Background: an optimization exercise with open tools, aiming at small area and a short achievable clock period. Do not read the settings as production practice.
No functional check of the RTL was part of this run.
Power is estimated from default activity; no workload was simulated.

## flow/synth.tcl

```tcl
# The standard synthesis (synth_recipe.tcl), with ABC's mapping script
# replaced by flow/abc.script (delay-driven mapping).
proc synth {args} { yosys synth -nofsm -noshare {*}$args }
proc abc {args} {
  set i [lsearch $args -script]
  if {$i >= 0} { lset args [expr {$i+1}] $::env(MY_ABC_SCRIPT) }
  yosys abc {*}$args
}
source $::env(SCRIPTS_DIR)/synth.tcl
# left out here: clear keep_hierarchy, flatten, clean up, hide names made inside functions, write 1_2_yosys.v
```

## design.v

```verilog
`timescale 1ns / 1ps
module execute(
    input clk,
    input [1:0] ctlwb_in, ctlm_in,
    input [31:0] npc, rdata1, rdata2, s_extend,
    input [4:0] instr_2016, instr_1511,
    input [1:0] alu_op,
    input [5:0] funct,
    input alusrc, regdst,
    output reg [1:0] ctlwb_out, ctlm_out,
    output reg [31:0] adder_out, alu_result_out, rdata2_out,
    output reg [4:0] muxout_out
);
    wire rtype    = (alu_op == 2'b10);
    wire f_add    = rtype & (funct == 6'b100000);
    wire f_sub    = rtype & (funct == 6'b100010);
    wire op_and   = rtype & (funct == 6'b100100);
    wire op_or    = rtype & (funct == 6'b100101);
    wire op_slt   = rtype & (funct == 6'b101010);
    wire op_arith = (alu_op == 2'b00) | (alu_op == 2'b01) | f_add | f_sub;
    wire sub      = alu_op[0] | (alu_op[1] & funct[1]);
    wire [31:0] ax = rdata1 ^ {32{sub}};
    wire [31:0] b  = alusrc ? s_extend : rdata2;
    wire [31:0] ag = ax & b;
    wire [31:0] at = ax | b;
    wire [31:0] ah = ax ^ b;
    reg [31:0] g, t;
    integer i, j;
    always @(*) begin
        g = ag;
        t = at;
        for (i = 0; i < 5; i = i + 1)
            for (j = (2 << i) - 1; j < 32; j = j + (2 << i)) begin
                g[j] = g[j] | (t[j] & g[j - (1 << i)]);
                t[j] = t[j] & t[j - (1 << i)];
            end
        for (i = 3; i >= 0; i = i - 1)
            for (j = (3 << i) - 1; j < 32; j = j + (2 << i)) begin
                g[j] = g[j] | (t[j] & g[j - (1 << i)]);
                t[j] = t[j] & t[j - (1 << i)];
            end
    end
    wire [31:0] c  = {g[30:0], 1'b0};
    wire        lt = g[31];
    wire [31:0] hs  = ah ^ {32{sub}};
    wire [31:0] lg  = ({32{op_and}} & ag) | ({32{op_or}} & at);
    wire [31:0] r0  = ({32{op_arith}} & hs) | lg;
    wire [31:0] r1  = ({32{op_arith}} & ~hs) | lg;
    wire [31:0] alu_result = (c & r1) | (~c & r0) | {31'b0, op_slt & lt};
    wire [31:0] bg0 = npc & s_extend;
    wire [31:0] bp0 = npc ^ s_extend;
    reg  [31:0] bg, bp;
    integer l, k;
    always @(*) begin
        bg = bg0;
        bp = bp0;
        for (l = 0; l < 5; l = l + 1)
            for (k = 0; k < 32; k = k + 1)
                if (k[l]) begin
                    bg[k] = bg[k] | (bp[k] & bg[((k >> l) << l) - 1]);
                    bp[k] = bp[k] & bp[((k >> l) << l) - 1];
                end
    end
    wire [31:0] branch = bp0 ^ {bg[30:0], 1'b0};
    always @(posedge clk) begin
        ctlwb_out      <= ctlwb_in;
        ctlm_out       <= ctlm_in;
        adder_out      <= branch;
        alu_result_out <= alu_result;
        rdata2_out     <= rdata2;
        muxout_out     <= regdst ? instr_1511 : instr_2016;
    end
endmodule
```

## config.mk

```make
export PLATFORM = sky130hd
export DESIGN_NAME = execute
export DESIGN_NICKNAME = execute
export VERILOG_FILES = /design/flow/design.v
export SDC_FILE = /design/flow/constraint.sdc
export NUM_CORES = 4
export LEC_CHECK = 0
export CAP_MARGIN = 20
export CORE_MARGIN = 2
export CORE_UTILIZATION = 40
export GPL_TIMING_DRIVEN = 0
export SETUP_SLACK_MARGIN = 1.2
export SLEW_MARGIN = 20
export TNS_END_PERCENT = 0
```

## flow/run.sh

```bash
#!/bin/bash
# The standard layout (standard.sh) with: synthesis through flow/synth.tcl
# (ABC mapping script flow/abc.script, no full/half-adder cell extraction),
# and plain buf_1 cells as the port buffers.
set -euo pipefail
cd "$(dirname "$0")/.."
export MY_ABC_SCRIPT=$PWD/flow/abc.script
bash standard.sh SYNTH_SCRIPT=$PWD/flow/synth.tcl ADDER_MAP_FILE= BUFFER_PORTS_ARGS="-buffer_cell sky130_fd_sc_hd__buf_1" MATCH_CELL_FOOTPRINT=0 finish > standard.log 2>&1
```

## flow/abc.script

```
strash
dch -f
map -D 1300
topo
buffer -c
upsize -c
dnsize -c
```

## standard.sh

```bash
#!/bin/bash
# synth_recipe.tcl (not shown) runs the flow's synth.tcl, then flattens the netlist and writes it again
# the make line also repeats each setting of config.mk as NAME=value (left out here)
make -C /OpenROAD-flow-scripts/flow DESIGN_CONFIG=/design/flow/config.mk WORK_HOME=/design/flow/orfs CLKGATE_MAP_FILE= SYNTH_SCRIPT=/design/flow/synth_recipe.tcl "${@:-finish}"
```

## constraint.sdc

```tcl
create_clock -name core_clock -period 3.6 [get_ports {clk}]
set_input_delay 0.7200 -clock core_clock [delete_from_list [all_inputs] [get_ports {clk}]]
set_output_delay 0.7200 -clock core_clock [all_outputs]
set_load 0.01 [all_outputs]
```

==> impl_metrics.py <==
metrics = {
    "run_status": {
        "status": "finished clean",
    },
    "detailed_routing": {
        "via_count": 7010,
        "ant_nets": 0,
        "post_drt_wl_per_cell_um": 13.8,
        "drt_pre_antenna_iters": 6,
        "wl_um": 20200,
        "drt_iter0_drc": 435,
        "drc_errors": 0,
        "via_per_inst": 4.78,
    },
    "synthesis": {
        "synth_edf_count": 0,
        "synth_top_family_by_area": "simple AND/OR/NAND/NOR gates",
        "yosys-top-cells-area": "dfxtp_1, nand2_1, xor2_1, inv_1, nor2_1",
        "synth_top_cell_by_area": "dfxtp_1",
        "synth_ff_type": "dfxtp_1",
        "syn_nets": 1108,
        "synth-xor-area-share_pct": 11.7,
        "synthesis.area_um2": 6590,
        "synthMostInstantiatedCell": "nand2_1",
        "synthSimpleGateAreaFrac_pct": 25.9,
        "synth_compound_area_share_pct": 19.2,
        "synth_cell_types": 54,
        "ys_async_sr_fraction_pct": 0,
        "synthCells": 955,
        "avgSynthCellArea_um2": 6.90,
        "netlist.area_leader.share_pct": 31.9,
        "synth_commonest_cells": "nand2_1, inv_1, dfxtp_1",
        "synth_fa_ha_area_share_pct": 0,
        "yosysWarnings": 1,
        "yosysSeqAreaShare_pct": 31.9,
        "ys_seq_elements": 105,
        "synthMuxAreaShare_pct": 2.41,
    },
    "power_and_ir_drop": {
        "leakage_nw": 4.00,
        "power_density_nw_per_um2": 420,
        "design_power_total_mw": 3.65,
        "max-vdd-ir-drop_mv": 0.220,
    },
    "timing": {
        "finalSetupViolations": 0,
        "rsz0062_at_grt": "yes",
        "slew-limit-headroom_pct": 51.3,
        "tns_ns": 0,
        "finalCriticalPeriod_ns": 2.56,
        "setup_ws_ns": 1.04,
        "hold_violations": 0,
        "fin_crit_sh_pct": 71.2,
        "fin_worst_hold_slack_ns": 0.451,
        "worst_pin_slew_ns": 0.730,
        "fmaxAchievable_ghz": 0.390,
        "maxSlewViolCount": 0,
    },
    "floorplan": {
        "num_rows": 46,
        "core-area_um2": 16000,
        "die_x_um": 132,
        "boundaryPins": 258,
        "die_h_um": 132,
        "start_util_pct": 41.2,
        "dieArea_um2": 17500,
    },
    "critical_path": {
        "critPathCaptureType": "flip-flop",
        "crit_end": "alu_result_out[28]$_DFF_P_",
        "critPathKind": "in -> reg",
        "crit_path_start_kind": "input port",
        "cpMostUsedCell": "a21oi_4",
        "crit_buf_inv": 3,
        "crit_cells": 15,
        "worstSetupStartpoint": "funct[1]",
        "worstPathCellList": "buf_6 -> a21oi_4 -> buf_12 -> buf_8 -> nand2_4 -> nand3_4 -> nand4_1 -> a21oi_4 -> o21bai_4 -> a21oi_4 -> o21bai_4 -> nand2_2 -> a21oi_1 -> o21ai_1 -> o221ai_2",
        "critPathRequiredTime_ns": 3.81,
        "crit_fanout": 6,
        "crit_arrival_ns": 2.77,
        "critPathTopFamily": "compound AO/OA/AOI/OAI gates",
        "cp_slowest_stage_delay_ns": 0.30,
        "cp_slowest_cell": "a21oi_4",
    },
    "final_layout": {
        "final_core_util_pct": 54.3,
        "area_growth_syn_to_layout_pct": 31.9,
        "final_cell_area_um2": 8690,
        "insertedDiodeCount": 0,
        "final_cells": 1465,
        "multiInputGateArea_um2": 4200,
        "fillCellCount": 1663,
        "num-nets-final": 1397,
        "drive_above_1_share_pct": 11.5,
        "ff_latch_area_um2": 2100,
    },
    "cts": {
        "cts.sinks": 105,
        "clk_path_buf_depth": 2,
        "ctsRootBufferMaster": "clkbuf_16",
        "cts_tree": "yes",
        "htreeDepth": 3,
        "clk_pin_slew_worst_paths_ns": 0.07,
        "numCtsBuffers": 9,
    },
    "placed_design": {
        "dpl.hpwl_um": 15300,
        "pre_cts_slack_ns": 0.489,
        "place_area_um2": 7870,
        "dp.cells": 1427,
        "gp_congestion": 0.829,
        "portBuffers": 256,
    },
    "grt": {
        "grt_pass1_vias": 6475,
        "grt_util_all_layers_pct": 22.7,
        "grt_antenna_before_repair": 0,
        "grt_overflow": 0,
        "grt_max_degree": 17,
        "grt_pass1_wl_um": 31900,
    },
    "run": {
        "drv_cap": 0,
    },
    "hold_path": {
        "worstHoldPathType": "in -> reg",
    },
}
==> kinds of logic after synthesis <==
group,count (synthesis)
simple gates,412
compound gates,197
buf+inv,139
flops,105
xor+xnor,87
mux,15
==> worst min-delay path by stage <==
stage,startpoint,to,depth (start not counted),slack (ns)
2_1_floorplan,ctlm_in[0],ctlm_out[0]$_DFF_P_,0,0.75
3_3_place_gp,ctlm_in[1],ctlm_out[1]$_DFF_P_,1,0.81
3_5_place_dp,ctlwb_in[0],ctlwb_out[0]$_DFF_P_,1,0.82
4_1_cts,ctlwb_in[0],ctlwb_out[0]$_DFF_P_,1,0.44
5_1_grt,ctlwb_in[1],ctlwb_out[1]$_DFF_P_,1,0.46
6_report,ctlwb_in[0],ctlwb_out[0]$_DFF_P_,1,0.45
==> flip-flops by register name, indices dropped and copies added, names as in the netlist <==
signal,cells
muxout_out,5
adder_out,32
alu_result_out,32
rdata2_out,32
ctlwb_out,2
ctlm_out,2
==> layout make-up <==
class / instances / area share [%]
clock buffers: 12 / 2.72
clock inverters: 4 / 0.619
plain buffers: 22 / 1.99
well taps: 216 / 3.11
flip-flops and latches: 105 / 24.2
multi-input cells: 711 / 48.4
repair buffers: 278 / 13.9
inverters: 117 / 5.10
==> power breakdown <==
| part | total [mW] | switching [mW] | internal, mW |
|---|---|---|---|
| combinational | 1.27 | 0.779 | 0.494 |
| sequential | 1.37 | 0.0404 | 1.33 |
| clock | 1.00 | 0.461 | 0.543 |
==> per-layer routing <==
metal | wire length [um] | vias up | global-route usage [%]
met2 | 9550 | 201 | 38.4
met3 | 1130 | 16 | 3.15
met4 | 297 | 0 | 7.05
li1 | - | 3680 | -
met1 | 9180 | 3113 | 30.0
met5 | 0 | - | 0
==> repair_timing <==
item	CTS	global route
setup endpoints to repair	38	43
cloned	2	0
buffers inserted	18	2
gates resized for setup	69	20
pin swaps	27	16
hold buffers	0	0
==> cell usage in the layout, fill, tap and decap left out, types with 12 or more instances in the layout <==
cell type  count
a21oi_1       40
and2_1        12
buf_1        254
buf_4         18
dfxtp_1      105
inv_1        115
nand2_1      217
nand2_2       20
nand3_1       19
nor2_1       101
o21ai_0       46
o21ai_1       28
xnor2_1       24
xor2_1        62

-- static timing again, ports no longer ideal --
The results above use ideal ports. As a check the final layout listed here was re-extracted and re-timed, cells and wires unchanged. Step 1 (the two cells are an assumption about what drives the block):
set clk [get_ports {clk}]
set_driving_cell -lib_cell sky130_fd_sc_hd__clkbuf_16 $clk
set_driving_cell -lib_cell sky130_fd_sc_hd__buf_2 [delete_from_list [all_inputs] $clk]
Step 2 adds t to the input delays and takes it off the output delays; t is the mean of the earliest and latest rising clock arrival at the registers after step 1. Input paths then give back, and output paths get back, about the clock's delay inside the block. Three values: ideal ports, drivers, drivers and shift; two values: the first two.
t, ns: 0.392
slack for setup (ns): 1.038 / 1.049 / 0.657
clock arrival spread, ns: 0.013 / 0.014
cell pins on the clock port's net: 1
After both steps setup and hold are still met in this run. For this run, drivers alone change the setup slack by +0.011 ns; drivers and shift together by -0.381 ns.
